Background: an optimization exercise with open tools, aiming at small area. Do not read the settings as production practice. The RTL was checked by simulation tests, not by an equivalence proof against the original design. Power figures rest on the tool's default switching activity, not on a simulated workload.

### config.mk
export PLATFORM = sky130hd
export DESIGN_NAME = finalproject
export DESIGN_NICKNAME = finalproject
export VERILOG_FILES = /design/flow/design.v
export SDC_FILE = /design/flow/constraint.sdc
export NUM_CORES = 4
export LEC_CHECK = 0
export CAP_MARGIN = 20
export CORE_MARGIN = 2
export CORE_UTILIZATION = 40
export SLEW_MARGIN = 20
### constraint.sdc
create_clock -name core_clock -period 10.0 [get_ports {clk}]
set_input_delay 2.0000 -clock core_clock [delete_from_list [all_inputs] [get_ports {clk}]]
set_output_delay 2.0000 -clock core_clock [all_outputs]
set_load 0.01 [all_outputs]
### design.v
module finalproject(clk, rst, rows, LEDs, columns, signalout, ss1, ss2, ss3, ss4, ss5, ss6);
input clk;
input rst;
input [3:0] rows;
output [9:0] LEDs;
output [3:0] columns;
output signalout;
output [6:0] ss1, ss2, ss3, ss4, ss5, ss6;
wire [3:0] tone;
keypadwithtones kwt(.clk(clk), .rst(rst), .rows(rows), .LEDs(LEDs), .columns(columns), .tone(tone));
toneprocessor tp(.clk(clk), .rst(rst), .tone(tone), .signalout(signalout));
rotatingdisplay rd(.clk(clk), .rst(rst), .ss1(ss1), .ss2(ss2), .ss3(ss3), .ss4(ss4), .ss5(ss5), .ss6(ss6));
endmodule
module keypadwithtones(clk, rst, rows, LEDs, columns, tone);
input clk;
input rst;
input [3:0] rows;
output reg [9:0] LEDs;
output [3:0] columns;
output reg [3:0] tone;    
localparam SA = 3'd0, WB = 3'd1, SB = 3'd2, CK2 = 3'd3, WC = 3'd4, SC = 3'd5, CK4 = 3'd6;
reg [2:0] st;
reg [12:0] c;
reg [15:0] button;
reg m;
wire sa = (st == SA), wb = (st == WB), sb = (st == SB), ck2 = (st == CK2);
wire wc = (st == WC), sc = (st == SC), ck4 = (st == CK4);
wire scan = sa | sb | sc;
assign columns[0] = scan & c[0];
assign columns[1] = ~(scan & c[0] & ~c[1]);
assign columns[2] = ~(scan & c[1] & ~c[2]);
assign columns[3] = ~(scan & c[2]);
wire scan_end = scan & c[2];
wire wb_end = wb & c[0] & ~c[1] & c[6] & ~c[8] & c[9] & ~c[11] & ~c[12];
wire wc_end = wc & ~c[0] & c[1] & c[2] & c[3] & c[4] & ~c[5] & c[6] & ~c[7] & ~c[8] & ~c[9] & ~c[11];
wire [12:0] c_step = {c[11:0], ~(c[12] ^ c[11] ^ c[9] ^ c[8])};
wire c_clr = rst | scan_end | wb_end | wc_end | ck2 | ck4;
wire [3:0] val = ~rows;
wire eq = (val == button[11:8]);
wire [15:0] b = {button[11:0], button[15:12]};
wire [3:0] k1, k0;
assign k1[0] = b[0] | b[2] | b[5] | b[8] | b[10] | b[11] | b[13] | b[15];
assign k0[0] = b[1] | b[3] | b[4] | b[6] | b[7] | b[9] | b[12] | b[14];
assign k1[1] = b[2] | b[3] | b[4] | b[8] | b[9] | b[11] | b[12] | b[13];
assign k0[1] = b[0] | b[1] | b[5] | b[6] | b[7] | b[10] | b[14] | b[15];
assign k1[2] = b[1] | b[2] | b[3] | b[5] | b[9] | b[11] | b[14] | b[15];
assign k0[2] = b[0] | b[4] | b[6] | b[7] | b[8] | b[10] | b[12] | b[13];
assign k1[3] = b[3] | b[6] | b[10] | b[11] | b[12] | b[13] | b[14] | b[15];
assign k0[3] = b[0] | b[1] | b[2] | b[4] | b[5] | b[7] | b[8] | b[9];
wire nz = k1[0] | k0[0];
wire multi = |(k1 & k0);
wire take = ck2 & ~m & ~multi;
wire [3:0] addk = take ? k1 : 4'd0;
always @(posedge clk) begin
  if (rst) begin
    LEDs <= 10'd0;
    tone <= 4'd0;
  end else begin
    LEDs <= LEDs + addk;
    if (take & nz) tone <= k1;
    else if (ck4 & ~nz) tone <= 4'd0;
  end
end
always @(posedge clk) begin
  if (rst) st <= SA;
  else case (st)
    SA:  if (scan_end) st <= WB;
    WB:  if (wb_end) st <= SB;
    SB:  if (scan_end) st <= CK2;
    CK2: st <= (nz & ~m) ? WC : SA;
    WC:  if (wc_end) st <= SC;
    SC:  if (scan_end) st <= CK4;
    CK4: st <= nz ? WC : SA;
    default: ;
  endcase
end
always @(posedge clk) begin
  c <= c_clr ? 13'd0 : c_step;
  button <= {button[11:0], (sa | sc) ? val : button[15:12]};
  m <= (m & ~sa) | (sb & ~eq);
end
endmodule
module toneprocessor(clk, rst, tone, signalout);
input clk;
input rst;
input [3:0] tone;
output reg signalout;
reg [16:0] mc;
reg [1:0] region;
localparam [16*17-1:0] LTAB = {17'd11943, 17'd12650, 17'd14203, 17'd15942, 17'd17895, 17'd18959, 17'd21281, 17'd23888, 17'd25389, 17'd28408, 17'd31887, 17'd35802, 17'd37920, 17'd42564, 17'd47754, 17'd1135};
localparam [16*17-1:0] HTAB = {17'd23888, 17'd25302, 17'd28408, 17'd31886, 17'd35792, 17'd37920, 17'd42563, 17'd47777, 17'd50618, 17'd56817, 17'd63775, 17'd71605, 17'd75841, 17'd85130, 17'd95509, 17'd2271};
wire [16:0] lm1 = LTAB[tone*17 +: 17];
wire [16:0] hm1 = HTAB[tone*17 +: 17];
function lt17;
  input [16:0] x, y;
  integer i;
  reg cy;
  begin
    cy = 1'b0;
    for (i = 0; i < 17; i = i + 1)
      cy = (~x[i] & y[i]) | (~x[i] & cy) | (y[i] & cy);
    lt17 = cy;
  end
endfunction
wire a = lt17(mc, lm1);    
wire b = lt17(mc, hm1);    
always @(posedge clk) begin
  if (rst) begin
    signalout <= 1'b0;
    mc <= 17'd0;
    region <= 2'd0;
  end else begin
    case (region)
    2'd0: begin
      mc <= mc + 1'b1;
      if (a) signalout <= 1'b0; else region <= 2'd1;
    end
    2'd1: begin
      mc <= mc + 1'b1;
      if (!a && b) signalout <= 1'b1; else region <= 2'd2;
    end
    2'd2: begin
      if (!b) begin signalout <= 1'b0; mc <= 17'd0; end
      else begin region <= 2'd0; mc <= mc + 1'b1; end
    end
    default: ;
    endcase
  end
end
endmodule
module rotatingdisplay(clk, rst, ss1, ss2, ss3, ss4, ss5, ss6);
input clk;
input rst;
output [6:0] ss1, ss2, ss3, ss4, ss5, ss6;
reg [15:0] counter;
reg [3:0] idx;    
reg full;         
wire step = counter[0] & counter[1] & counter[2] & ~counter[3] & ~counter[4] & ~counter[5] & ~counter[6] & counter[7]
          & ~counter[8] & ~counter[9] & ~counter[11] & counter[12] & ~counter[14] & counter[15];
always @(posedge clk) begin
  counter <= (rst | step) ? 16'd0 : {counter[14:0], ~(counter[15] ^ counter[14] ^ counter[12] ^ counter[3])};
  if (rst) begin
    idx <= 4'd0;
    full <= 1'b0;
  end else if (step) begin
    idx <= idx + 1'b1;
    if (idx == 4'd5) full <= 1'b1;
  end
end
function [6:0] text;
  input [3:0] p;
  case (p)
  4'd0:  text = 7'b0010000;  
  4'd1:  text = 7'b0000110;  
  4'd2:  text = 7'b1001110;  
  4'd3:  text = 7'b1001110;  
  4'd4:  text = 7'b1111001;  
  4'd5:  text = 7'b0001110;  
  4'd6:  text = 7'b1000000;  
  4'd7:  text = 7'b0001001;  
  4'd8:  text = 7'b0001110;  
  4'd9:  text = 7'b0001000;  
  4'd10: text = 7'b1000111;  
  4'd11: text = 7'b1000111;  
  4'd12: text = 7'b0100100;  
  4'd13: text = 7'b1000000;  
  4'd14: text = 7'b0100100;  
  default: text = 7'b1000000;  
  endcase
endfunction
assign ss1 = (!full && idx < 4'd1) ? 7'h7F : text(idx - 4'd1);
assign ss2 = (!full && idx < 4'd2) ? 7'h7F : text(idx - 4'd2);
assign ss3 = (!full && idx < 4'd3) ? 7'h7F : text(idx - 4'd3);
assign ss4 = (!full && idx < 4'd4) ? 7'h7F : text(idx - 4'd4);
assign ss5 = (!full && idx < 4'd5) ? 7'h7F : text(idx - 4'd5);
assign ss6 = (!full && idx < 4'd6) ? 7'h7F : text(idx - 4'd6);
endmodule
### run.sh
#!/bin/bash
# synth_recipe.tcl (not shown) runs the flow's synth.tcl, then flattens the netlist and writes it again
# the make line also repeats each setting of config.mk as NAME=value (left out here)
make -C /OpenROAD-flow-scripts/flow DESIGN_CONFIG=/design/flow/config.mk WORK_HOME=/design/flow/orfs CLKGATE_MAP_FILE= SYNTH_SCRIPT=/design/flow/synth_recipe.tcl finish
==> results.txt, run 1 <==
# TYPE chip_impl_metric gauge
chip_impl_metric{name="drc_errors",unit=""} 0
chip_impl_metric{name="grt_use_total",unit=""} 0.185
chip_impl_metric{name="syn-num-nets",unit=""} 778
chip_impl_metric{name="p_int",unit="W"} 0.000645
chip_impl_info{name="rsz0062_at_grt",value="false"} 1
chip_impl_metric{name="boundaryPins",unit=""} 63
chip_impl_metric{name="pin_count_of_the_biggest_net_entering_global_routing",unit=""} 53
chip_impl_metric{name="routedWlPerCell",unit="um"} 15.2
chip_impl_metric{name="synth_cell_types",unit=""} 84
chip_impl_metric{name="grt_pass1_wl",unit="mm"} 24.7
chip_impl_metric{name="maxCapViolCount",unit=""} 0
chip_impl_metric{name="synth-edff-count",unit=""} 0
chip_impl_info{name="primary_flip_flop_cell_chosen_by_synthesis_mapping",value="sky130_fd_sc_hd__dfxtp_1"} 1
chip_impl_metric{name="detail_route.iter0.violations",unit=""} 405
chip_impl_metric{name="first_global_vias",unit=""} 5103
chip_impl_metric{name="nNetsFinal",unit=""} 819
chip_impl_metric{name="gpl.final_weighted_congestion",unit=""} 0.903
chip_impl_metric{name="number_of_antenna_violations_at_the_first_check_in_global_routing",unit=""} 0
chip_impl_metric{name="rows",unit=""} 44
chip_impl_metric{name="route.antenna.remaining_nets",unit=""} 0
chip_impl_metric{name="vertical_die_dimension",unit="um"} 126
chip_impl_metric{name="tritoncts_num_sinks",unit=""} 88
chip_impl_metric{name="critPathRequiredTime",unit="ps"} 8000
chip_impl_metric{name="synth_top_cell_area_share",unit=""} 0.298
chip_impl_metric{name="first_pass_iters",unit=""} 5
chip_impl_metric{name="layout_worst_path_cycle_share",unit=""} 0.557
chip_impl_metric{name="timing.critical_path.slowest_cell_delay",unit="ps"} 660
chip_impl_metric{name="switching_power",unit="W"} 0.000195
chip_impl_metric{name="p_clk_frac",unit=""} 0.462
chip_impl_metric{name="h_tree_depth_reported_by_cts",unit=""} 3
chip_impl_metric{name="vdd.ir_drop.worst",unit="uV"} 81.5
chip_impl_metric{name="holdWs",unit="ps"} 370
chip_impl_metric{name="hold_buffer_count_at_cts",unit=""} 0
chip_impl_info{name="crit_path_cell_trace",value="inv_1 > ha_1 > a21boi_0 > xnor2_1 > o21ai_0 > o311ai_0 > o21bai_1 > clkdlybuf4s50_1"} 1
chip_impl_metric{name="place_inst",unit=""} 951
chip_impl_metric{name="place_worst_setup_slack",unit="ps"} 4850
chip_impl_metric{name="detail_route.wirelength",unit="mm"} 14.7
chip_impl_metric{name="fmax",unit="GHz"} 0.179
chip_impl_metric{name="routed-via-count",unit=""} 5443
chip_impl_info{name="worst_hold_path_type",value="register to register"} 1
chip_impl_metric{name="worstPathBufferInverterCount",unit=""} 2
chip_impl_info{name="start_kind",value="register"} 1
chip_impl_metric{name="cts_buffers",unit=""} 9
chip_impl_metric{name="finalClockSkew",unit="ps"} 8.82
chip_impl_metric{name="power.switching_fraction",unit=""} 0.232
chip_impl_metric{name="seq_power_share",unit=""} 0.460
chip_impl_metric{name="cts-resized-gates",unit=""} 0
chip_impl_metric{name="global_route.overflow_total",unit=""} 0
chip_impl_metric{name="cts-root-to-sink-buffers",unit=""} 2
chip_impl_metric{name="cts_clock_pin_slew_for_the_worst_setup_and_hold_paths",unit="ps"} 60
chip_impl_info{name="category_of_the_worst_setup_path_capture_point",value="primary output"} 1
chip_impl_metric{name="cellLeakagePower",unit="nW"} 2.48
chip_impl_info{name="critical_path_class",value="register to primary output"} 1
chip_impl_metric{name="async_flop_share",unit=""} 0
chip_impl_metric{name="report.final.slew_viol_count",unit=""} 0
chip_impl_metric{name="timing.final.hold_violations",unit=""} 0
chip_impl_metric{name="port-buffer-count",unit=""} 62
chip_impl_metric{name="worstSkewPairLatency",unit="ps"} 330
chip_impl_info{name="synth_top_cells_by_area",value="sky130_fd_sc_hd__dfxtp_1, sky130_fd_sc_hd__ha_1, sky130_fd_sc_hd__nor2_1"} 1
chip_impl_metric{name="antenna_diodes",unit=""} 0
chip_impl_metric{name="crit_path_setup_slack_layout",unit="ps"} 4430
chip_impl_metric{name="post-dp-hpwl",unit="mm"} 10.7
chip_impl_metric{name="p_comb_frac",unit=""} 0.078
chip_impl_info{name="status",value="finished clean"} 1
chip_impl_metric{name="power_per_cell_area",unit="nW/um^2"} 121
chip_impl_metric{name="setup_viol_count_final",unit=""} 0
chip_impl_info{name="timing.critical_path.slowest_stage_cell",value="sky130_fd_sc_hd__dfxtp_1"} 1
chip_impl_info{name="yosysTopAreaCell",value="sky130_fd_sc_hd__dfxtp_1"} 1
chip_impl_metric{name="fp.coreArea",unit="um^2"} 14500
chip_impl_metric{name="layout.cell_area.non_filler",unit="um^2"} 6920
chip_impl_metric{name="post-cts-setup-buffers",unit=""} 0
chip_impl_metric{name="fp.dieArea",unit="um^2"} 15800
chip_impl_info{name="cts_tree",value="yes"} 1
chip_impl_metric{name="floorplan.die.width",unit="um"} 126
chip_impl_metric{name="synth-seq-cells",unit=""} 88
chip_impl_metric{name="avgSynthCellArea",unit="um^2"} 8.01
chip_impl_metric{name="worst_slew_margin_rel",unit=""} 0.433
chip_impl_metric{name="via_per_inst",unit=""} 5.63
chip_impl_metric{name="synth.yosys.warnings",unit=""} 3
chip_impl_metric{name="initial_utilization",unit=""} 0.408
chip_impl_info{name="worst_path_dominant_cell_family",value="buffers and inverters"} 1
chip_impl_metric{name="final.min_clock_period",unit="ps"} 5570
chip_impl_info{name="ctsRootBufferMaster",value="sky130_fd_sc_hd__clkbuf_16"} 1
chip_impl_metric{name="setup_total_negative_slack",unit="ps"} 0
chip_impl_metric{name="synth_sequential_area_ratio",unit=""} 0.298
chip_impl_metric{name="syn_inst",unit=""} 737
chip_impl_metric{name="layout-area-overhead-vs-synth",unit="%"} 17.1
chip_impl_metric{name="dpl_cell_area",unit="um^2"} 6570
chip_impl_metric{name="worstMarginPinSlew",unit="ps"} 845
chip_impl_metric{name="critical_path_peak_fanout",unit=""} 14
chip_impl_metric{name="synthesis.area",unit="um^2"} 5910
chip_impl_metric{name="drive_gt1_frac",unit=""} 0.0575
chip_impl_metric{name="layoutNonFillerInstCount",unit=""} 967
chip_impl_metric{name="cp_data_arrival_time",unit="ps"} 3570
-- final cells by class --
class | count | area, um^2
clock inverters | 7 | 128
clock buffers | 9 | 225
multi-input cells | 584 | 3810
inverters | 28 | 105
well taps | 184 | 230
flip-flops and latches | 88 | 1760
repair buffers | 67 | 658
fillers | 1437 | 7560
-- Yosys cell counts, types with 3 or more instances --
master                     count
sky130_fd_sc_hd__a221oi_1      4
sky130_fd_sc_hd__a31oi_1       5
sky130_fd_sc_hd__xnor2_1      29
sky130_fd_sc_hd__nand3b_1      3
sky130_fd_sc_hd__buf_6         4
sky130_fd_sc_hd__mux2i_1       5
sky130_fd_sc_hd__nor4_1       10
sky130_fd_sc_hd__o21a_1       10
sky130_fd_sc_hd__o211ai_1     18
sky130_fd_sc_hd__nor3_1       16
sky130_fd_sc_hd__nor2b_1      19
sky130_fd_sc_hd__maj3_1        3
sky130_fd_sc_hd__or2_2         4
sky130_fd_sc_hd__xor2_1       17
sky130_fd_sc_hd__nand2_1      72
sky130_fd_sc_hd__a21o_1        3
sky130_fd_sc_hd__dfxtp_1      88
sky130_fd_sc_hd__o31ai_1       3
sky130_fd_sc_hd__or3_1         3
sky130_fd_sc_hd__nor4b_1       4
sky130_fd_sc_hd__o21bai_1      3
sky130_fd_sc_hd__o22ai_1       5
sky130_fd_sc_hd__and3_1        5
sky130_fd_sc_hd__nor3b_1       6
sky130_fd_sc_hd__a21oi_1      46
sky130_fd_sc_hd__a22o_1        3
sky130_fd_sc_hd__clkbuf_1     19
sky130_fd_sc_hd__ha_1         34
sky130_fd_sc_hd__a21boi_0      6
sky130_fd_sc_hd__a32oi_1       3
sky130_fd_sc_hd__clkbuf_8      3
sky130_fd_sc_hd__inv_1        27
sky130_fd_sc_hd__buf_4         5
sky130_fd_sc_hd__o311ai_0      9
sky130_fd_sc_hd__a211oi_1      6
sky130_fd_sc_hd__o21ai_0      35
sky130_fd_sc_hd__and2_1       26
sky130_fd_sc_hd__nor2_1       91
sky130_fd_sc_hd__buf_2         4
sky130_fd_sc_hd__nand2b_1      7
sky130_fd_sc_hd__nand3_1      16
sky130_fd_sc_hd__o221ai_1      5
-- routing by layer --
metal	wire length, um	track usage	vias to the layer above
li1	-	-	2694
met3	690	0.0351	10
met4	102	0.0438	0
met5	0	0	-
met1	6920	0.248	2587
met2	7030	0.306	152
-- metrics by stage --
stage,power [W],util
2_1_floorplan,0.000440,-
3_3_place_gp,0.000456,0.453
3_5_place_dp,0.000458,0.453
4_1_cts,0.000850,0.478
5_1_grt,0.000878,0.478
6_report,0.000840,0.478
-- power groups by stage --
stage | sequential (W) | clock [W] | combinational (W)
after floorplan | 0.000385 | 0 | 0.0000545
after global placement | 0.000393 | 0 | 0.0000626
after detailed placement | 0.000394 | 0 | 0.0000647
after CTS | 0.000386 | 0.000399 | 0.0000654
after global routing | 0.000388 | 0.000415 | 0.0000750
final | 0.000386 | 0.000388 | 0.0000656
-- cells in the final DEF (no fill, tap or decap), drive strengths merged, types with 4 or more instances in the layout --
cell type      synthesis  final
nand3                 17     17
clkbuf                22      9
nor2                  91     91
a211oi                 7      7
maj3                   5      5
nand2b                 7      7
o22ai                  5      5
or2                    6      6
mux2i                  5      5
a31oi                  5      5
o21bai                 4      4
clkdlybuf4s50          0     62
o31ai                  4      4
and3                   5      5
xor2                  17     17
o21a                  10     10
nor2b                 19     19
a21oi                 46     46
o221ai                 5      5
nor4                  10     10
o311ai                 9      9
xnor2                 29     29
a221oi                 5      5
nor3b                  6      6
ha                    34     34
o21ai                 37     37
a21boi                 6      6
buf                   14      5
inv                   28     30
a22o                   4      4
nand2                 72     72
o211ai                18     18
nor4b                  4      4
dfxtp                 88     88
and2                  27     27
nor3                  16     16
-- final timing paths --
kind | from | end | slack, ps | depth (start not counted)
worst min register to register | kwt.button[7] | kwt.button[11] | 370 | 0
worst max-delay path | rd.idx[2] | ss1[2] | 4430 | 8
worst min-delay path | kwt.button[7] | kwt.button[11] | 370 | 0
worst max register to register | kwt.tone[1] | tp.region[0] | 6130 | 10
-- kinds of logic after synthesis --
group	Yosys count	share of synthesized area
simple gates	302	0.256
compound gates	188	0.219
flops	88	0.298
buf+inv	65	0.0566
xor+xnor	46	0.0682
fa+ha+maj	40	0.0843
mux	8	0.0180
-- registers in the layout (all words and copies together) (netlist names) --
register and count:
tp.mc 17, kwt.button 16, rd.counter 16, kwt.c 13, kwt.LEDs 10, kwt.tone 4, rd.idx 4, kwt.st 3
tp.region 2, kwt.m 1, rd.full 1, tp.signalout 1
==> run 2, diff against run 1 <==
==> flow/run.sh (new file) <==
#!/bin/bash
# Layout flow: the standard synthesis, then the combinational logic between
# the flip-flops is re-mapped for area with ABC (flip-flops untouched), then
# the standard layout from floorplan to finish on the re-mapped netlist.
set -euo pipefail
HERE=$(pwd)
FLOWDIR=$HERE/flow
PLAT=${FLOW_PLATFORM:-sky130hd}
LIB=$FLOW_HOME/platforms/$PLAT/lib/sky130_fd_sc_hd__tt_025C_1v80.lib
RES=$HERE/orfs/results/$PLAT/finalproject/base
YOSYS=$(command -v yosys || echo "$FLOW_HOME/../tools/install/yosys/bin/yosys")

# 1. standard synthesis
bash standard.sh synth > "$HERE/log_1_synth.txt" 2>&1

# 2. re-map the logic
cp "$RES/1_2_yosys.v" "$HERE/std_1_2_yosys.v"
python3 "$FLOWDIR/mkcells.py" "$LIB" "$HERE/cells_comb.v" > "$HERE/log_2_mkcells.txt" 2>&1
DONTUSE=""
for c in $(grep -o 'cell *( *"\?sky130_fd_sc_hd__\(lpflow_[a-z0-9_]*\|probec\?_p_8\)' "$LIB" | sed 's/.*sky130/sky130/' | sort -u); do
  DONTUSE="$DONTUSE -dont_use $c"
done
sed -e "s#LIBFILE#$LIB#g" -e "s#CELLFILE#$HERE/cells_comb.v#" -e "s#INFILE#$HERE/std_1_2_yosys.v#" \
    -e "s#TOPNAME#$FLOW_TOP#" -e "s#DONTUSE#$DONTUSE#" -e "s#ABCSCRIPT#$FLOWDIR/area.abc#" \
    -e "s#STATFILE#$HERE/resyn_stat.txt#" -e "s#OUTFILE#$HERE/resyn.v#" "$FLOWDIR/resyn.ys" > "$HERE/resyn_run.ys"
"$YOSYS" -l "$HERE/log_2_resyn.txt" -q "$HERE/resyn_run.ys" > /dev/null 2>&1
cp "$HERE/resyn.v" "$RES/1_2_yosys.v"
touch "$RES/1_2_yosys.v"

# 3. standard layout on the re-mapped netlist (1_synth.odb is rebuilt from it)
bash standard.sh > "$HERE/log_3_layout.txt" 2>&1
==> flow/area.abc (new file) <==
strash
&get -n
&deepsyn -T 20
&put
dch -f
map -a
==> flow/mkcells.py (new file) <==
import re
import sys
t=open(sys.argv[1]).read()
out=[]
for m in re.finditer(r'\n\s*cell\s*\(\s*"?(\w+)"?\s*\)\s*\{', t):
    name=m.group(1)
    start=m.end(); depth=1; i=start
    while depth:
        if t[i]=='{': depth+=1
        elif t[i]=='}': depth-=1
        i+=1
    body=t[start:i]
    if re.search(r'\b(ff|latch|statetable)\s*\(', body): continue
    pins=[]; funcs={}
    for pm in re.finditer(r'\n\s*pin\s*\(\s*"?(\w+)"?\s*\)\s*\{', body):
        pn=pm.group(1); s=pm.end(); d=1; j=s
        while d:
            if body[j]=='{': d+=1
            elif body[j]=='}': d-=1
            j+=1
        pb=body[s:j]
        dirm=re.search(r'direction\s*:\s*"?(\w+)"?',pb)
        # only top-level attributes: strip nested groups
        top=re.sub(r'\{[^{}]*\}','',pb)
        while re.search(r'\{[^{}]*\}',top): top=re.sub(r'\{[^{}]*\}','',top)
        fm=re.search(r'\bfunction\s*:\s*"([^"]*)"',top)
        pins.append((pn,dirm.group(1) if dirm else None))
        if fm: funcs[pn]=fm.group(1)
    outs=[p for p,d in pins if d=='output']
    if not outs or any(o not in funcs for o in outs): continue
    ins=[p for p,d in pins if d=='input']
    v=f"module {name}({', '.join(ins+outs)});\n"
    for p in ins: v+=f"  input {p};\n"
    for p in outs:
        f=funcs[p].replace('!','~')
        f=re.sub(r'\)\s*\(', ')&(', f)
        f=re.sub(r'(\w)\s+(\w)', r'\1&\2', f)
        f=re.sub(r'(\w)\s+(\w)', r'\1&\2', f)
        v+=f"  output {p};\n  assign {p} = {f};\n"
    v+="endmodule\n"
    out.append(v)
open(sys.argv[2],'w').write("".join(out))
==> flow/resyn.ys (new file) <==
# Re-map the combinational logic of the standard synthesis netlist for area.
# The flip-flops stay exactly as standard synthesis made them (same instances,
# names and cell types); only the logic between them is re-synthesized.
read_liberty -lib LIBFILE
read_verilog -overwrite CELLFILE
read_verilog INFILE
hierarchy -top TOPNAME
flatten
rename -hide w:_*_.*
techmap
opt -purge
abc -liberty LIBFILE DONTUSE -script ABCSCRIPT
opt_clean -purge
hilomap -singleton -hicell sky130_fd_sc_hd__conb_1 HI -locell sky130_fd_sc_hd__conb_1 LO
insbuf -buf sky130_fd_sc_hd__buf_4 A X
splitnets
opt_clean -purge
check
tee -o STATFILE stat -liberty LIBFILE
write_verilog -noattr -noexpr -nohex -nodec OUTFILE
==> standard.sh (new file) <==
#!/bin/bash
# synth_recipe.tcl (not shown) runs the flow's synth.tcl, then flattens the netlist and writes it again
# the make line also repeats each setting of config.mk as NAME=value (left out here)
make -C /OpenROAD-flow-scripts/flow DESIGN_CONFIG=/design/flow/config.mk WORK_HOME=/design/flow/orfs CLKGATE_MAP_FILE= SYNTH_SCRIPT=/design/flow/synth_recipe.tcl "${@:-finish}"
removed: run.sh
==> run 2 against run 1 <==
  * Clock skew about the same
  * Clock power decreased by 41%
  * Critical path depth unchanged
  * Still clean on timing, DRC and antenna
==> results.txt, run 2 <==
# TYPE chip_impl_metric gauge
chip_impl_info{name="worstHoldEndpoint",value="kwt.button[10]"} 1
chip_impl_metric{name="synth.yosys.warnings",unit=""} 3
chip_impl_metric{name="worstMarginPinSlew",unit="ps"} 637
chip_impl_metric{name="route.antenna.remaining_nets",unit=""} 0
chip_impl_metric{name="crit_path_setup_slack_layout",unit="ps"} 5010
chip_impl_metric{name="floorplan.die.width",unit="um"} 109
chip_impl_metric{name="place_worst_setup_slack",unit="ps"} 5470
chip_impl_metric{name="cp_data_arrival_time",unit="ps"} 2990
chip_impl_metric{name="maxCapViolCount",unit=""} 0
chip_impl_info{name="cts_tree",value="yes"} 1
chip_impl_info{name="layout_commonest_cell",value="sky130_fd_sc_hd__nor2_1"} 1
chip_impl_metric{name="final.min_clock_period",unit="ps"} 4990
chip_impl_metric{name="worst_slew_margin_rel",unit=""} 0.571
chip_impl_info{name="status",value="finished clean"} 1
chip_impl_metric{name="grt_pass1_wl",unit="mm"} 19.0
chip_impl_metric{name="post-dp-hpwl",unit="mm"} 8.84
chip_impl_metric{name="critical_path_peak_fanout",unit=""} 11
chip_impl_metric{name="pin_count_of_the_biggest_net_entering_global_routing",unit=""} 24
chip_impl_metric{name="hold_buffer_count_at_cts",unit=""} 0
chip_impl_metric{name="syn_inst",unit=""} 674
chip_impl_metric{name="largest_reg_flops",unit=""} 17
chip_impl_metric{name="vdd.ir_drop.worst",unit="uV"} 91.5
chip_impl_metric{name="syn-num-nets",unit=""} 680
chip_impl_metric{name="vertical_die_dimension",unit="um"} 109
chip_impl_metric{name="avgSynthCellArea",unit="um^2"} 6.51
chip_impl_metric{name="detail_route.wirelength",unit="mm"} 11.2
chip_impl_metric{name="h_tree_depth_reported_by_cts",unit=""} 3
chip_impl_info{name="category_of_the_worst_setup_path_capture_point",value="primary output"} 1
chip_impl_metric{name="power_per_cell_area",unit="nW/um^2"} 116
chip_impl_metric{name="cts-resized-gates",unit=""} 0
chip_impl_metric{name="gpl.final_weighted_congestion",unit=""} 0.965
chip_impl_metric{name="rows",unit=""} 38
chip_impl_info{name="rsz0062_at_grt",value="false"} 1
chip_impl_metric{name="timing.hold.worst_path_depth",unit=""} 0
chip_impl_metric{name="boundaryPins",unit=""} 63
chip_impl_metric{name="synthesis.area",unit="um^2"} 4390
chip_impl_metric{name="cts_clock_pin_slew_for_the_worst_setup_and_hold_paths",unit="ps"} 90
chip_impl_metric{name="fillers",unit=""} 1107
chip_impl_info{name="largest_registers",value="tp.mc x17, kwt.button x16, rd.counter x16"} 1
chip_impl_metric{name="cellLeakagePower",unit="nW"} 1.94
chip_impl_metric{name="regToRegSetupSlack",unit="ps"} 6050
chip_impl_metric{name="detail_route.iter0.violations",unit=""} 191
chip_impl_metric{name="worstSkewPairLatency",unit="ps"} 360
chip_impl_metric{name="fp.dieArea",unit="um^2"} 11800
chip_impl_metric{name="via_per_inst",unit=""} 5.16
chip_impl_metric{name="finalClockSkew",unit="ps"} 8.78
chip_impl_info{name="ctsRootBufferMaster",value="sky130_fd_sc_hd__clkbuf_8"} 1
chip_impl_info{name="worstHoldStart",value="kwt.button[6]"} 1
chip_impl_metric{name="first_global_vias",unit=""} 4254
chip_impl_metric{name="ff2ff_path_depth",unit=""} 21
chip_impl_metric{name="nNetsFinal",unit=""} 755
chip_impl_metric{name="antenna_diodes",unit=""} 0
chip_impl_metric{name="drc_errors",unit=""} 0
chip_impl_metric{name="report.final.slew_viol_count",unit=""} 0
chip_impl_metric{name="critPathRequiredTime",unit="ps"} 8000
chip_impl_metric{name="setup_total_negative_slack",unit="ps"} 0
chip_impl_info{name="end_of_the_worst_register_to_register_path",value="tp.signalout"} 1
chip_impl_metric{name="layout-area-overhead-vs-synth",unit="%"} 22.5
chip_impl_metric{name="routedWlPerCell",unit="um"} 12.5
chip_impl_metric{name="routed-via-count",unit=""} 4617
chip_impl_metric{name="tritoncts_num_sinks",unit=""} 88
chip_impl_metric{name="layout_worst_path_cycle_share",unit=""} 0.499
chip_impl_metric{name="cts-root-to-sink-buffers",unit=""} 2
chip_impl_metric{name="timing.final.hold_violations",unit=""} 0
chip_impl_metric{name="fmax",unit="GHz"} 0.200
chip_impl_metric{name="post-cts-setup-buffers",unit=""} 0
chip_impl_metric{name="global_route.overflow_total",unit=""} 0
chip_impl_metric{name="setup_viol_count_final",unit=""} 0
chip_impl_metric{name="number_of_antenna_violations_at_the_first_check_in_global_routing",unit=""} 0
chip_impl_info{name="timing.rr.start",value="kwt.tone[2]"} 1
chip_impl_metric{name="grt_use_total",unit=""} 0.201
chip_impl_info{name="max_flop_register",value="tp.mc"} 1
chip_impl_info{name="critical_path_class",value="register to primary output"} 1
chip_impl_metric{name="fp.coreArea",unit="um^2"} 10800
chip_impl_metric{name="first_pass_iters",unit=""} 5
chip_impl_info{name="layout_common_cells",value="sky130_fd_sc_hd__nor2_1, sky130_fd_sc_hd__clkinv_1, sky130_fd_sc_hd__nand2_1, sky130_fd_sc_hd__dfxtp_1, sky130_fd_sc_hd__clkdlybuf4s50_1"} 1
chip_impl_info{name="start_kind",value="register"} 1
chip_impl_metric{name="drive_gt1_frac",unit=""} 0.0252
chip_impl_metric{name="cts_buffers",unit=""} 9
chip_impl_metric{name="initial_utilization",unit=""} 0.407
chip_impl_info{name="worst_hold_path_type",value="register to register"} 1
chip_impl_metric{name="port-buffer-count",unit=""} 62
[run 2: cell types whose count changed in the layout (fill, tap and decap cells not counted), moves of 13 or more]
| cell | before | now |
|---|---|---|
| sky130_fd_sc_hd__nor2b_1 | 19 | 0 |
| sky130_fd_sc_hd__o211ai_1 | 18 | 1 |
| sky130_fd_sc_hd__inv_1 | 27 | 0 |
| sky130_fd_sc_hd__nand2_1 | 72 | 94 |
| sky130_fd_sc_hd__clkinv_1 | 0 | 125 |
| sky130_fd_sc_hd__nor2_1 | 91 | 161 |
| sky130_fd_sc_hd__xnor2_1 | 29 | 3 |
| sky130_fd_sc_hd__nor3_1 | 16 | 29 |
| sky130_fd_sc_hd__ha_1 | 34 | 0 |
| sky130_fd_sc_hd__and2_1 | 26 | 0 |
[run 2: metrics by stage]
stage / area (um^2) / hold WS (ps) / power, W / utilization / std cells
3_3_place_gp: 5200 / 361 / 0.000402 / 0.482 / 878
6_report: 5380 / 376 / 0.000622 / 0.498 / 894
3_5_place_dp: 5200 / 365 / 0.000403 / 0.482 / 878
4_1_cts: 5380 / 378 / 0.000631 / 0.498 / 894
2_1_floorplan: 4390 / 350 / 0.000389 / - / 674
5_1_grt: 5380 / 383 / 0.000651 / 0.498 / 894
[run 2: layout make-up]
type                       count  area (um^2)  area share
sequential                    88         1760       0.328
timing repair buffer          64          636       0.118
inverter                     125          469      0.0872
clock buffer                  10          128      0.0237
clock inverter                 6         50.0     0.00931
multi-input combinational    461         2160       0.401
tap                          140          175      0.0326
[run 2: how the worst max path moves through the flow]
stage | from | to | slack [ps] | cells after the start
finish | rd.idx[0] | ss6[2] | 5010 | 8
detailed placement | rd.idx[2] | ss2[0] | 5470 | 11
global placement | rd.idx[0] | ss6[2] | 5500 | 8
global route | rd.idx[2] | ss2[0] | 4670 | 11
floorplan | kwt.tone[2] | tp.signalout | 6110 | 20
CTS | rd.idx[2] | ss2[0] | 5060 | 11
[run 2: critical path, stage by stage (launching register included)]
cell and delay (ps):
sky130_fd_sc_hd__dfxtp_1 490, sky130_fd_sc_hd__clkinv_1 360, sky130_fd_sc_hd__nor2_1 360, sky130_fd_sc_hd__nor2_1 120, sky130_fd_sc_hd__o32ai_1 390, sky130_fd_sc_hd__nand2_1 130, sky130_fd_sc_hd__nand3_1 120, sky130_fd_sc_hd__o21bai_1 110
sky130_fd_sc_hd__clkdlybuf4s50_1 540
[run 2: power by group]
group	leakage (nW)	switching [W]	internal [W]
Combinational	1.14	0.0000152	0.0000109
Sequential	0.717	0.00000831	0.000360
Clock	0.0839	0.000135	0.0000934
[run 2: layer usage]
metal | GRT usage | vias to the layer above | wire [um]
met2 | 0.329 | 129 | 5280
met3 | 0.0359 | 20 | 611
li1 | - | 2366 | -
met4 | 0.0952 | 0 | 232
met1 | 0.256 | 2102 | 5080
met5 | 0 | - | 0
==> run 3, diff against run 2 <==
--- a/flow/run.sh
+++ b/flow/run.sh
@@ -11,2 +11,5 @@
 YOSYS=$(command -v yosys || echo "$FLOW_HOME/../tools/install/yosys/bin/yosys")
+
+# Port buffers: the smallest buffer cell.
+export BUFFER_PORTS_ARGS="-buffer_cell sky130_fd_sc_hd__buf_1"
 
==> run 3 against run 2 <==
  * Worst setup slack improved by 260 ps
  * Cell area decreased by 7.0%
  * Register-to-register slack lost 250 ps
  * Highest routed layer unchanged
  * Area after synthesis is the same
  * Global-route usage shrank 0.36 points
  * Sequential share of layout area increased by 2.5 points
  * Clock skew rose by 3.8 ps
  * Sequential cell count stayed put
  * Clock power up 6%
==> results.txt, run 3 <==
# TYPE chip_impl_metric gauge
chip_impl_info{name="status",value="finished clean"} 1
chip_impl_metric{name="syn-num-nets",unit=""} 680
chip_impl_info{name="worstHoldStart",value="kwt.button[6]"} 1
chip_impl_metric{name="fp.dieArea",unit="um^2"} 11800
chip_impl_metric{name="routed-via-count",unit=""} 4542
chip_impl_metric{name="port-buffer-count",unit=""} 62
chip_impl_metric{name="fp.coreArea",unit="um^2"} 10800
chip_impl_metric{name="finalClockSkew",unit="ps"} 12.6
chip_impl_metric{name="worstSkewPairLatency",unit="ps"} 380
chip_impl_metric{name="first_global_vias",unit=""} 4133
chip_impl_metric{name="vdd.ir_drop.worst",unit="uV"} 136
chip_impl_metric{name="via_per_inst",unit=""} 5.09
chip_impl_metric{name="detail_route.wirelength",unit="mm"} 11.2
chip_impl_info{name="layout_commonest_cell",value="sky130_fd_sc_hd__nor2_1"} 1
chip_impl_metric{name="route.antenna.remaining_nets",unit=""} 0
chip_impl_metric{name="fmax",unit="GHz"} 0.211
chip_impl_metric{name="pin_count_of_the_biggest_net_entering_global_routing",unit=""} 24
chip_impl_metric{name="final.min_clock_period",unit="ps"} 4740
chip_impl_info{name="layout_common_cells",value="sky130_fd_sc_hd__nor2_1, sky130_fd_sc_hd__clkinv_1, sky130_fd_sc_hd__nand2_1, sky130_fd_sc_hd__dfxtp_1, sky130_fd_sc_hd__buf_1"} 1
chip_impl_metric{name="synth.yosys.warnings",unit=""} 3
chip_impl_metric{name="setup_total_negative_slack",unit="ps"} 0
chip_impl_metric{name="grt_pass1_wl",unit="mm"} 18.6
chip_impl_metric{name="avgSynthCellArea",unit="um^2"} 6.51
chip_impl_metric{name="worstMarginPinSlew",unit="ps"} 762
chip_impl_info{name="start_kind",value="register"} 1
chip_impl_metric{name="rows",unit=""} 38
chip_impl_info{name="max_flop_register",value="tp.mc"} 1
chip_impl_metric{name="drive_gt1_frac",unit=""} 0.0266
chip_impl_metric{name="syn_inst",unit=""} 674
chip_impl_metric{name="floorplan.die.width",unit="um"} 109
chip_impl_metric{name="post-cts-setup-buffers",unit=""} 0
chip_impl_info{name="largest_registers",value="tp.mc x17, kwt.button x16, rd.counter x16"} 1
chip_impl_metric{name="cts_clock_pin_slew_for_the_worst_setup_and_hold_paths",unit="ps"} 100
chip_impl_metric{name="grt_use_total",unit=""} 0.197
chip_impl_metric{name="vertical_die_dimension",unit="um"} 109
chip_impl_info{name="critical_path_class",value="register to primary output"} 1
chip_impl_metric{name="synthesis.area",unit="um^2"} 4390
chip_impl_metric{name="critPathRequiredTime",unit="ps"} 8000
chip_impl_metric{name="first_pass_iters",unit=""} 5
chip_impl_metric{name="cts_buffers",unit=""} 9
chip_impl_metric{name="report.final.slew_viol_count",unit=""} 0
chip_impl_metric{name="power.total",unit="W"} 0.000633
chip_impl_metric{name="antenna_diodes",unit=""} 0
chip_impl_metric{name="tritoncts_num_sinks",unit=""} 88
chip_impl_info{name="ctsRootBufferMaster",value="sky130_fd_sc_hd__clkbuf_8"} 1
chip_impl_metric{name="maxCapViolCount",unit=""} 0
chip_impl_metric{name="layout_worst_path_cycle_share",unit=""} 0.474
chip_impl_metric{name="largest_reg_flops",unit=""} 17
chip_impl_info{name="timing.rr.start",value="kwt.tone[2]"} 1
chip_impl_info{name="worst_hold_path_type",value="register to register"} 1
chip_impl_metric{name="post-dp-hpwl",unit="mm"} 8.62
chip_impl_metric{name="cp_data_arrival_time",unit="ps"} 2740
chip_impl_metric{name="timing.final.hold_violations",unit=""} 0
chip_impl_metric{name="detail_route.iter0.violations",unit=""} 357
chip_impl_metric{name="gpl.final_weighted_congestion",unit=""} 0.955
chip_impl_metric{name="number_of_antenna_violations_at_the_first_check_in_global_routing",unit=""} 0
chip_impl_metric{name="nNetsFinal",unit=""} 754
chip_impl_metric{name="critical_path_peak_fanout",unit=""} 11
chip_impl_metric{name="cellLeakagePower",unit="nW"} 1.76
chip_impl_metric{name="routedWlPerCell",unit="um"} 12.5
chip_impl_metric{name="cts-root-to-sink-buffers",unit=""} 2
chip_impl_metric{name="power_per_cell_area",unit="nW/um^2"} 127
chip_impl_metric{name="drc_errors",unit=""} 0
chip_impl_metric{name="boundaryPins",unit=""} 63
chip_impl_info{name="critical_path.startpoint",value="rd.idx[0]"} 1
chip_impl_metric{name="initial_utilization",unit=""} 0.407
chip_impl_metric{name="h_tree_depth_reported_by_cts",unit=""} 3
chip_impl_metric{name="worst_slew_margin_rel",unit=""} 0.492
chip_impl_metric{name="setup_viol_count_final",unit=""} 0
chip_impl_metric{name="layout-area-overhead-vs-synth",unit="%"} 13.9
chip_impl_info{name="category_of_the_worst_setup_path_capture_point",value="primary output"} 1
chip_impl_metric{name="global_route.overflow_total",unit=""} 0
chip_impl_metric{name="cts-resized-gates",unit=""} 0
chip_impl_info{name="cts_tree",value="yes"} 1
chip_impl_info{name="rsz0062_at_grt",value="false"} 1
chip_impl_metric{name="hold_buffer_count_at_cts",unit=""} 0
==> run 3: cell types whose count changed in the layout (fill, tap and decap cells not counted), sizes merged <==
cell / before / now
buf: 2 / 63
clkbuf: 10 / 9
clkdlybuf4s50: 62 / 0
clkinv: 126 / 127
clkinvlp: 2 / 0
inv: 3 / 5
==> run 3: cell type report <==
class                   instances  area, um^2
clock buffers                   9         124
clock inverters                 7        68.8
fillers                      1142        5790
inverters                     125         469
multi-input cells             461        2160
flip-flops and latches         88        1760
well taps                     140         175
repair buffers                 63         240
==> run 3: final timing paths <==
path / end / slack [ps] / cells after the start
setup / recovery: ss6[2] / 5260 / 8
hold / removal: kwt.button[10] / 380 / 0
setup reg to reg: tp.signalout / 5800 / 20
hold reg to reg: kwt.button[10] / 380 / 0
==> run 3: worst max-delay path, stage by stage, from the launching register on <==
cell                       delay, ps
sky130_fd_sc_hd__dfxtp_1         540
sky130_fd_sc_hd__clkinv_1        400
sky130_fd_sc_hd__nor2_1          370
sky130_fd_sc_hd__nor2_1          130
sky130_fd_sc_hd__o32ai_1         400
sky130_fd_sc_hd__nand2_1         130
sky130_fd_sc_hd__nand3_1         120
sky130_fd_sc_hd__o21bai_1        110
sky130_fd_sc_hd__buf_1           160
==> run 3: power by group <==
group	leakage [nW]	internal, W	switching [W]
clock	0.100	0.0000980	0.000144
combinational	0.947	0.00000779	0.0000149
sequential	0.717	0.000360	0.00000871
total	1.76	0.000466	0.000167
==> run 3: metal layers <==
layer | vias to the layer above | part of all wire | track usage
li1 | 2373 | - | -
met1 | 2008 | 0.47 | 0.253
met2 | 131 | 0.45 | 0.314
met3 | 30 | 0.050 | 0.0400
met4 | 0 | 0.029 | 0.101
met5 | - | 0 | 0
==> run 3: through the flow <==
step	instance area, um^2	setup WS, ps	util	hold WS, ps	std cells
after floorplan	4390	6110	-	350	674
after global placement	4800	5640	0.445	360	877
after detailed placement	4810	5680	0.446	366	877
after CTS	5000	5250	0.463	380	893
after global routing	5000	4980	0.463	395	893
final	5000	5260	0.463	378	893
==> run 4, diff against run 3 <==
--- a/flow/run.sh
+++ b/flow/run.sh
@@ -14,2 +14,4 @@
 export BUFFER_PORTS_ARGS="-buffer_cell sky130_fd_sc_hd__buf_1"
+
+export CTS_ARGS="-sink_clustering_enable -repair_clock_nets -dont_use_dummy_load -sink_clustering_size 25 -buf_list sky130_fd_sc_hd__clkbuf_8"
 
==> run 4 against run 3 <==
  * Cell area is 1.4% lower
  * Count of clock-buffer cells in the layout is the same
  * Total power is 8.3% lower
  * Critical path type unchanged
  * Largest power group unchanged
==> results.txt, run 4 <==
# TYPE chip_impl_metric gauge
chip_impl_info{name="status",value="finished clean"} 1
chip_impl_metric{name="power_per_cell_area",unit="nW/um^2"} 118
chip_impl_metric{name="cellLeakagePower",unit="nW"} 1.73
chip_impl_info{name="max_flop_register",value="tp.mc"} 1
chip_impl_metric{name="initial_utilization",unit=""} 0.407
chip_impl_metric{name="global_route.overflow_total",unit=""} 0
chip_impl_info{name="ctsRootBufferMaster",value="sky130_fd_sc_hd__clkbuf_8"} 1
chip_impl_metric{name="layout_worst_path_cycle_share",unit=""} 0.470
chip_impl_metric{name="grt_use_total",unit=""} 0.197
chip_impl_metric{name="fp.coreArea",unit="um^2"} 10800
chip_impl_metric{name="place_worst_setup_slack",unit="ps"} 5680
chip_impl_metric{name="setup_total_negative_slack",unit="ps"} 0
chip_impl_metric{name="synth.yosys.warnings",unit=""} 3
chip_impl_info{name="critical_path_class",value="register to primary output"} 1
chip_impl_metric{name="fp.dieArea",unit="um^2"} 11800
chip_impl_metric{name="drc_errors",unit=""} 0
chip_impl_metric{name="avgSynthCellArea",unit="um^2"} 6.51
chip_impl_metric{name="drive_gt1_frac",unit=""} 0.0174
chip_impl_info{name="crit_path_cell_trace",value="clkinv_1 > nor2_1 > nor2_1 > o32ai_1 > nand2_1 > nand3_1 > o21bai_1 > buf_1"} 1
chip_impl_metric{name="timing.final.hold_violations",unit=""} 0
chip_impl_metric{name="syn_inst",unit=""} 674
chip_impl_metric{name="first_pass_iters",unit=""} 5
chip_impl_info{name="rsz0062_at_grt",value="false"} 1
chip_impl_metric{name="detail_route.iter0.violations",unit=""} 348
chip_impl_metric{name="detail_route.wirelength",unit="mm"} 11.1
chip_impl_info{name="worst_hold_path_type",value="register to register"} 1
chip_impl_metric{name="final_core_util",unit=""} 0.457
chip_impl_metric{name="floorplan.die.width",unit="um"} 109
chip_impl_metric{name="maxCapViolCount",unit=""} 0
chip_impl_metric{name="syn-num-nets",unit=""} 680
chip_impl_metric{name="timing.hold.worst_path_depth",unit=""} 0
chip_impl_metric{name="final.min_clock_period",unit="ps"} 4700
chip_impl_metric{name="layout-area-overhead-vs-synth",unit="%"} 12.4
chip_impl_info{name="layout_common_cells",value="sky130_fd_sc_hd__nor2_1, sky130_fd_sc_hd__clkinv_1, sky130_fd_sc_hd__nand2_1, sky130_fd_sc_hd__dfxtp_1, sky130_fd_sc_hd__buf_1"} 1
chip_impl_metric{name="dpl_cell_area",unit="um^2"} 4810
chip_impl_metric{name="largest_reg_flops",unit=""} 17
chip_impl_metric{name="vdd.ir_drop.worst",unit="uV"} 135
chip_impl_metric{name="antenna_diodes",unit=""} 0
chip_impl_metric{name="holdWs",unit="ps"} 376
chip_impl_metric{name="fmax",unit="GHz"} 0.213
chip_impl_metric{name="worstSkewPairLatency",unit="ps"} 380
chip_impl_metric{name="report.final.slew_viol_count",unit=""} 0
chip_impl_metric{name="crit_path_setup_slack_layout",unit="ps"} 5300
chip_impl_metric{name="route.antenna.remaining_nets",unit=""} 0
chip_impl_metric{name="port-buffer-count",unit=""} 62
chip_impl_metric{name="cts-resized-gates",unit=""} 0
chip_impl_metric{name="finalClockSkew",unit="ps"} 35.4
chip_impl_metric{name="number_of_antenna_violations_at_the_first_check_in_global_routing",unit=""} 0
chip_impl_metric{name="via_per_inst",unit=""} 5.09
chip_impl_metric{name="critPathRequiredTime",unit="ps"} 8000
chip_impl_info{name="top_cell_by_count_worst_path",value="sky130_fd_sc_hd__nor2_1"} 1
chip_impl_metric{name="routed-via-count",unit=""} 4513
chip_impl_info{name="timing.critical_path.slowest_stage_cell",value="sky130_fd_sc_hd__dfxtp_1"} 1
chip_impl_metric{name="tritoncts_num_sinks",unit=""} 88
chip_impl_metric{name="critical_path_peak_fanout",unit=""} 11
chip_impl_metric{name="layout.cell_area.non_filler",unit="um^2"} 4930
chip_impl_metric{name="setup_viol_count_final",unit=""} 0
chip_impl_metric{name="cts-root-to-sink-buffers",unit=""} 2
chip_impl_info{name="cts_tree",value="yes"} 1
chip_impl_metric{name="vertical_die_dimension",unit="um"} 109
chip_impl_metric{name="h_tree_depth_reported_by_cts",unit=""} 3
chip_impl_metric{name="timing.critical_path.slowest_cell_delay",unit="ps"} 530
chip_impl_metric{name="rows",unit=""} 38
chip_impl_info{name="layout_commonest_cell",value="sky130_fd_sc_hd__nor2_1"} 1
chip_impl_metric{name="cts_clock_pin_slew_for_the_worst_setup_and_hold_paths",unit="ps"} 80
chip_impl_metric{name="worstMarginPinSlew",unit="ps"} 760
chip_impl_info{name="start_kind",value="register"} 1
chip_impl_metric{name="routedWlPerCell",unit="um"} 12.6
chip_impl_metric{name="worst_slew_margin_rel",unit=""} 0.494
chip_impl_metric{name="ff2ff_path_depth",unit=""} 20
chip_impl_metric{name="gpl.final_weighted_congestion",unit=""} 0.955
chip_impl_metric{name="nNetsFinal",unit=""} 754
chip_impl_metric{name="cp_data_arrival_time",unit="ps"} 2700
chip_impl_metric{name="grt_pass1_wl",unit="mm"} 18.5
chip_impl_metric{name="pin_count_of_the_biggest_net_entering_global_routing",unit=""} 24
chip_impl_metric{name="first_global_vias",unit=""} 4131
chip_impl_info{name="category_of_the_worst_setup_path_capture_point",value="primary output"} 1
chip_impl_metric{name="post-cts-setup-buffers",unit=""} 0
chip_impl_metric{name="hold_buffer_count_at_cts",unit=""} 0
chip_impl_metric{name="boundaryPins",unit=""} 63
chip_impl_metric{name="synthesis.area",unit="um^2"} 4390
chip_impl_metric{name="post-dp-hpwl",unit="mm"} 8.62
chip_impl_metric{name="cts_buffers",unit=""} 9
chip_impl_info{name="largest_registers",value="tp.mc x17, kwt.button x16, rd.counter x16"} 1
run 4: power breakdown:
part	leakage [nW]	internal [W]	switching [W]
clock	0.0647	0.0000805	0.000109
combinational	0.947	0.00000779	0.0000148
sequential	0.717	0.000360	0.00000872
total	1.73	0.000448	0.000132
run 4: final timing paths:
| path | from | endpoint | slack (ps) |
|---|---|---|---|
| setup / recovery | rd.idx[0] | ss6[2] | 5300 |
| hold / removal | kwt.button[6] | kwt.button[10] | 380 |
| setup reg to reg | kwt.tone[2] | tp.signalout | 5810 |
| hold reg to reg | kwt.button[6] | kwt.button[10] | 380 |
run 4: through the flow:
| step | instances | total power [W] |
|---|---|---|
| floorplan | 674 | 0.000389 |
| global placement | 877 | 0.000399 |
| detailed placement | 877 | 0.000399 |
| CTS | 886 | 0.000590 |
| global route | 886 | 0.000610 |
| finish | 886 | 0.000581 |
run 4: critical path, delay by kind of cell, from the launching register on:
kind / cells / cell delay [ps]
flip-flops: 1 / 530
buffers and inverters: 2 / 550
AND/OR/NAND/NOR: 4 / 740
AO/OA/AOI/OAI: 2 / 510
run 4: layer usage:
metal,track usage,part of all wire,up-vias
met5,0,0,-
li1,-,-,2358
met3,0.0400,0.050,26
met2,0.313,0.45,128
met1,0.252,0.47,2001
met4,0.101,0.028,0
run 4: layout make-up:
cell class	count	area (um^2)
Timing Repair Buffer	63	240
Sequential cell	88	1760
Clock buffer	9	124
Fill cell	1150	5860
Inverter	125	469
Multi-Input combinational cell	461	2160
Tap cell	140	175
==> run 5, diff against run 4 <==
--- a/flow/run.sh
+++ b/flow/run.sh
@@ -15,3 +15,3 @@
 
-export CTS_ARGS="-sink_clustering_enable -repair_clock_nets -dont_use_dummy_load -sink_clustering_size 25 -buf_list sky130_fd_sc_hd__clkbuf_8"
+export CTS_ARGS="-sink_clustering_enable -repair_clock_nets -dont_use_dummy_load -root_buf sky130_fd_sc_hd__clkbuf_8 -buf_list sky130_fd_sc_hd__clkbuf_4"
 
==> run 5 against run 4 <==
  * Still clean
  * Worst hold slack unchanged
  * Cell count unchanged
  * Combinational power about the same
  * Global-route usage unchanged
  * Critical path depth unchanged
  * Sequential share of layout area unchanged
  * Die area unchanged
  * First-iteration DRC count unchanged
  * Clock skew unchanged
  * Critical endpoint unchanged
  * Largest cell class unchanged
==> results.txt, run 5 <==
# TYPE chip_impl_metric gauge
chip_impl_metric{name="vdd.ir_drop.worst",unit="uV"} 135
chip_impl_metric{name="syn-num-nets",unit=""} 680
chip_impl_info{name="category_of_the_worst_setup_path_capture_point",value="primary output"} 1
chip_impl_metric{name="first_global_vias",unit=""} 4131
chip_impl_metric{name="maxCapViolCount",unit=""} 0
chip_impl_metric{name="rows",unit=""} 38
chip_impl_info{name="ctsRootBufferMaster",value="sky130_fd_sc_hd__clkbuf_8"} 1
chip_impl_info{name="start_kind",value="register"} 1
chip_impl_metric{name="place_worst_setup_slack",unit="ps"} 5680
chip_impl_metric{name="critPathRequiredTime",unit="ps"} 8000
chip_impl_metric{name="detail_route.iter0.violations",unit=""} 348
chip_impl_metric{name="fillers",unit=""} 1150
chip_impl_metric{name="initial_utilization",unit=""} 0.407
chip_impl_metric{name="setup_total_negative_slack",unit="ps"} 0
chip_impl_info{name="largest_registers",value="tp.mc x17, kwt.button x16, rd.counter x16"} 1
chip_impl_metric{name="worstMarginPinSlew",unit="ps"} 760
chip_impl_metric{name="setup_viol_count_final",unit=""} 0
chip_impl_info{name="max_flop_register",value="tp.mc"} 1
chip_impl_info{name="rsz0062_at_grt",value="false"} 1
chip_impl_metric{name="routedWlPerCell",unit="um"} 12.6
chip_impl_metric{name="layout_worst_path_cycle_share",unit=""} 0.470
chip_impl_metric{name="layoutNonFillerInstCount",unit=""} 886
chip_impl_metric{name="cellLeakagePower",unit="nW"} 1.73
chip_impl_metric{name="grt_pass1_wl",unit="mm"} 18.5
chip_impl_metric{name="fp.coreArea",unit="um^2"} 10800
chip_impl_metric{name="drive_gt1_frac",unit=""} 0.0174
chip_impl_metric{name="layout.cell_area.non_filler",unit="um^2"} 4930
chip_impl_metric{name="final.min_clock_period",unit="ps"} 4700
chip_impl_metric{name="tritoncts_num_sinks",unit=""} 88
chip_impl_metric{name="post-dp-hpwl",unit="mm"} 8.62
chip_impl_metric{name="global_route.overflow_total",unit=""} 0
chip_impl_metric{name="worstSkewPairLatency",unit="ps"} 380
chip_impl_metric{name="dpl_cell_area",unit="um^2"} 4810
chip_impl_metric{name="cts_clock_pin_slew_for_the_worst_setup_and_hold_paths",unit="ps"} 80
chip_impl_info{name="critical_path_class",value="register to primary output"} 1
chip_impl_metric{name="fp.dieArea",unit="um^2"} 11800
chip_impl_metric{name="timing.final.hold_violations",unit=""} 0
chip_impl_metric{name="boundaryPins",unit=""} 63
chip_impl_info{name="worst_hold_path_type",value="register to register"} 1
chip_impl_metric{name="power_per_cell_area",unit="nW/um^2"} 118
chip_impl_metric{name="nNetsFinal",unit=""} 754
chip_impl_metric{name="gpl.final_weighted_congestion",unit=""} 0.955
chip_impl_metric{name="finalClockSkew",unit="ps"} 35.4
chip_impl_metric{name="cts_buffers",unit=""} 9
chip_impl_metric{name="fmax",unit="GHz"} 0.213
chip_impl_metric{name="routed-via-count",unit=""} 4513
chip_impl_metric{name="via_per_inst",unit=""} 5.09
chip_impl_metric{name="crit_path_setup_slack_layout",unit="ps"} 5300
chip_impl_metric{name="post-cts-setup-buffers",unit=""} 0
chip_impl_metric{name="layout.area.seq",unit="um^2"} 1760
chip_impl_metric{name="first_pass_iters",unit=""} 5
chip_impl_metric{name="syn_inst",unit=""} 674
chip_impl_metric{name="antenna_diodes",unit=""} 0
chip_impl_metric{name="detail_route.wirelength",unit="mm"} 11.1
chip_impl_metric{name="port-buffer-count",unit=""} 62
chip_impl_metric{name="grt_use_total",unit=""} 0.197
chip_impl_metric{name="h_tree_depth_reported_by_cts",unit=""} 3
chip_impl_metric{name="report.final.slew_viol_count",unit=""} 0
chip_impl_metric{name="avgSynthCellArea",unit="um^2"} 6.51
chip_impl_info{name="status",value="finished clean"} 1
chip_impl_metric{name="number_of_antenna_violations_at_the_first_check_in_global_routing",unit=""} 0
chip_impl_metric{name="hold_buffer_count_at_cts",unit=""} 0
chip_impl_metric{name="largest_reg_flops",unit=""} 17
chip_impl_metric{name="cts-root-to-sink-buffers",unit=""} 2
chip_impl_info{name="layout_common_cells",value="sky130_fd_sc_hd__nor2_1, sky130_fd_sc_hd__clkinv_1, sky130_fd_sc_hd__nand2_1, sky130_fd_sc_hd__dfxtp_1, sky130_fd_sc_hd__buf_1"} 1
chip_impl_metric{name="critical_path_peak_fanout",unit=""} 11
chip_impl_metric{name="cp_data_arrival_time",unit="ps"} 2700
chip_impl_metric{name="place_inst",unit=""} 877
chip_impl_metric{name="route.antenna.remaining_nets",unit=""} 0
chip_impl_metric{name="floorplan.die.width",unit="um"} 109
chip_impl_metric{name="layout-area-overhead-vs-synth",unit="%"} 12.4
chip_impl_metric{name="synthesis.area",unit="um^2"} 4390
chip_impl_metric{name="vertical_die_dimension",unit="um"} 109
chip_impl_info{name="cts_tree",value="yes"} 1
chip_impl_metric{name="multi_input_gate_area",unit="um^2"} 2160
chip_impl_metric{name="pin_count_of_the_biggest_net_entering_global_routing",unit=""} 24
chip_impl_metric{name="worst_slew_margin_rel",unit=""} 0.494
chip_impl_info{name="layout_commonest_cell",value="sky130_fd_sc_hd__nor2_1"} 1
chip_impl_metric{name="cts-resized-gates",unit=""} 0
chip_impl_metric{name="synth.yosys.warnings",unit=""} 3
chip_impl_metric{name="drc_errors",unit=""} 0
run 5: stage by stage:
stage / hold WS [ps] / util / power, W
after global placement: 360 / 0.445 / 0.000399
after CTS: 379 / 0.457 / 0.000590
final: 376 / 0.457 / 0.000581
after global routing: 395 / 0.457 / 0.000610
after detailed placement: 366 / 0.446 / 0.000399
after floorplan: 350 / - / 0.000389
run 5: worst paths after layout:
kind | slack, ps | depth (start not counted) | start | end
max reg2reg | 5810 | 20 | kwt.tone[2] | tp.signalout
max | 5300 | 8 | rd.idx[0] | ss6[2]
min | 380 | 0 | kwt.button[6] | kwt.button[10]
min reg2reg | 380 | 0 | kwt.button[6] | kwt.button[10]
run 5: power by group:
group / internal [W] / leakage, nW / switching, W / total, W
clock: 0.0000805 / 0.0647 / 0.000109 / 0.000189
combinational: 0.00000779 / 0.947 / 0.0000148 / 0.0000226
sequential: 0.000360 / 0.717 / 0.00000872 / 0.000369
total: 0.000448 / 1.73 / 0.000132 / 0.000581
run 5: cell type report:
class	instances	share of cell area
multi-input combinational	461	0.438
sequential	88	0.357
tap	140	0.0355
clock buffer	9	0.0251
inverter	125	0.0951
timing repair buffer	63	0.0487
run 5: metal layers:
metal  track usage  wire (um)
met4         0.101        307
met1         0.252       5210
met5             0          0
met3        0.0400        553
met2         0.313       5050
run 5: worst max-delay path: stages, from the launching register on:
cell	delay, ps
sky130_fd_sc_hd__dfxtp_1	530
sky130_fd_sc_hd__clkinv_1	390
sky130_fd_sc_hd__nor2_1	360
sky130_fd_sc_hd__nor2_1	130
sky130_fd_sc_hd__o32ai_1	400
sky130_fd_sc_hd__nand2_1	130
sky130_fd_sc_hd__nand3_1	120
sky130_fd_sc_hd__o21bai_1	110
sky130_fd_sc_hd__buf_1	160

-- what the ideal ports hide --
Ports are ideal in the flow. The routed layouts listed here were re-timed in OpenROAD. Step 1 sets driving cells, clkbuf_16 on the clock port and buf_2 on the other inputs (assumed; they add their load-dependent delay and slew). Step 2 times the ports against the registers' clock, not the clock port: input delays grow and output delays shrink by t, the midpoint of the rising clock arrivals with the driver on. Slacks: no drivers / after step 1 / after step 2; pairs: no drivers / after step 1.
run	t (ns)	setup slack, ns	clock arrival spread, ns	cell pins on the clock port's net
run 1	0.372	4.428 / 4.386 / 4.758	0.009 / 0.009	1
run 2	0.391	5.008 / 4.975 / 5.366	0.010 / 0.010	1
run 3	0.408	5.263 / 5.230 / 5.638	0.014 / 0.014	1
run 4	0.396	5.298 / 5.265 / 5.661	0.036 / 0.036	1
run 5	0.396	5.298 / 5.265 / 5.661	0.036 / 0.036	1
After both steps every run listed still meets setup and hold.
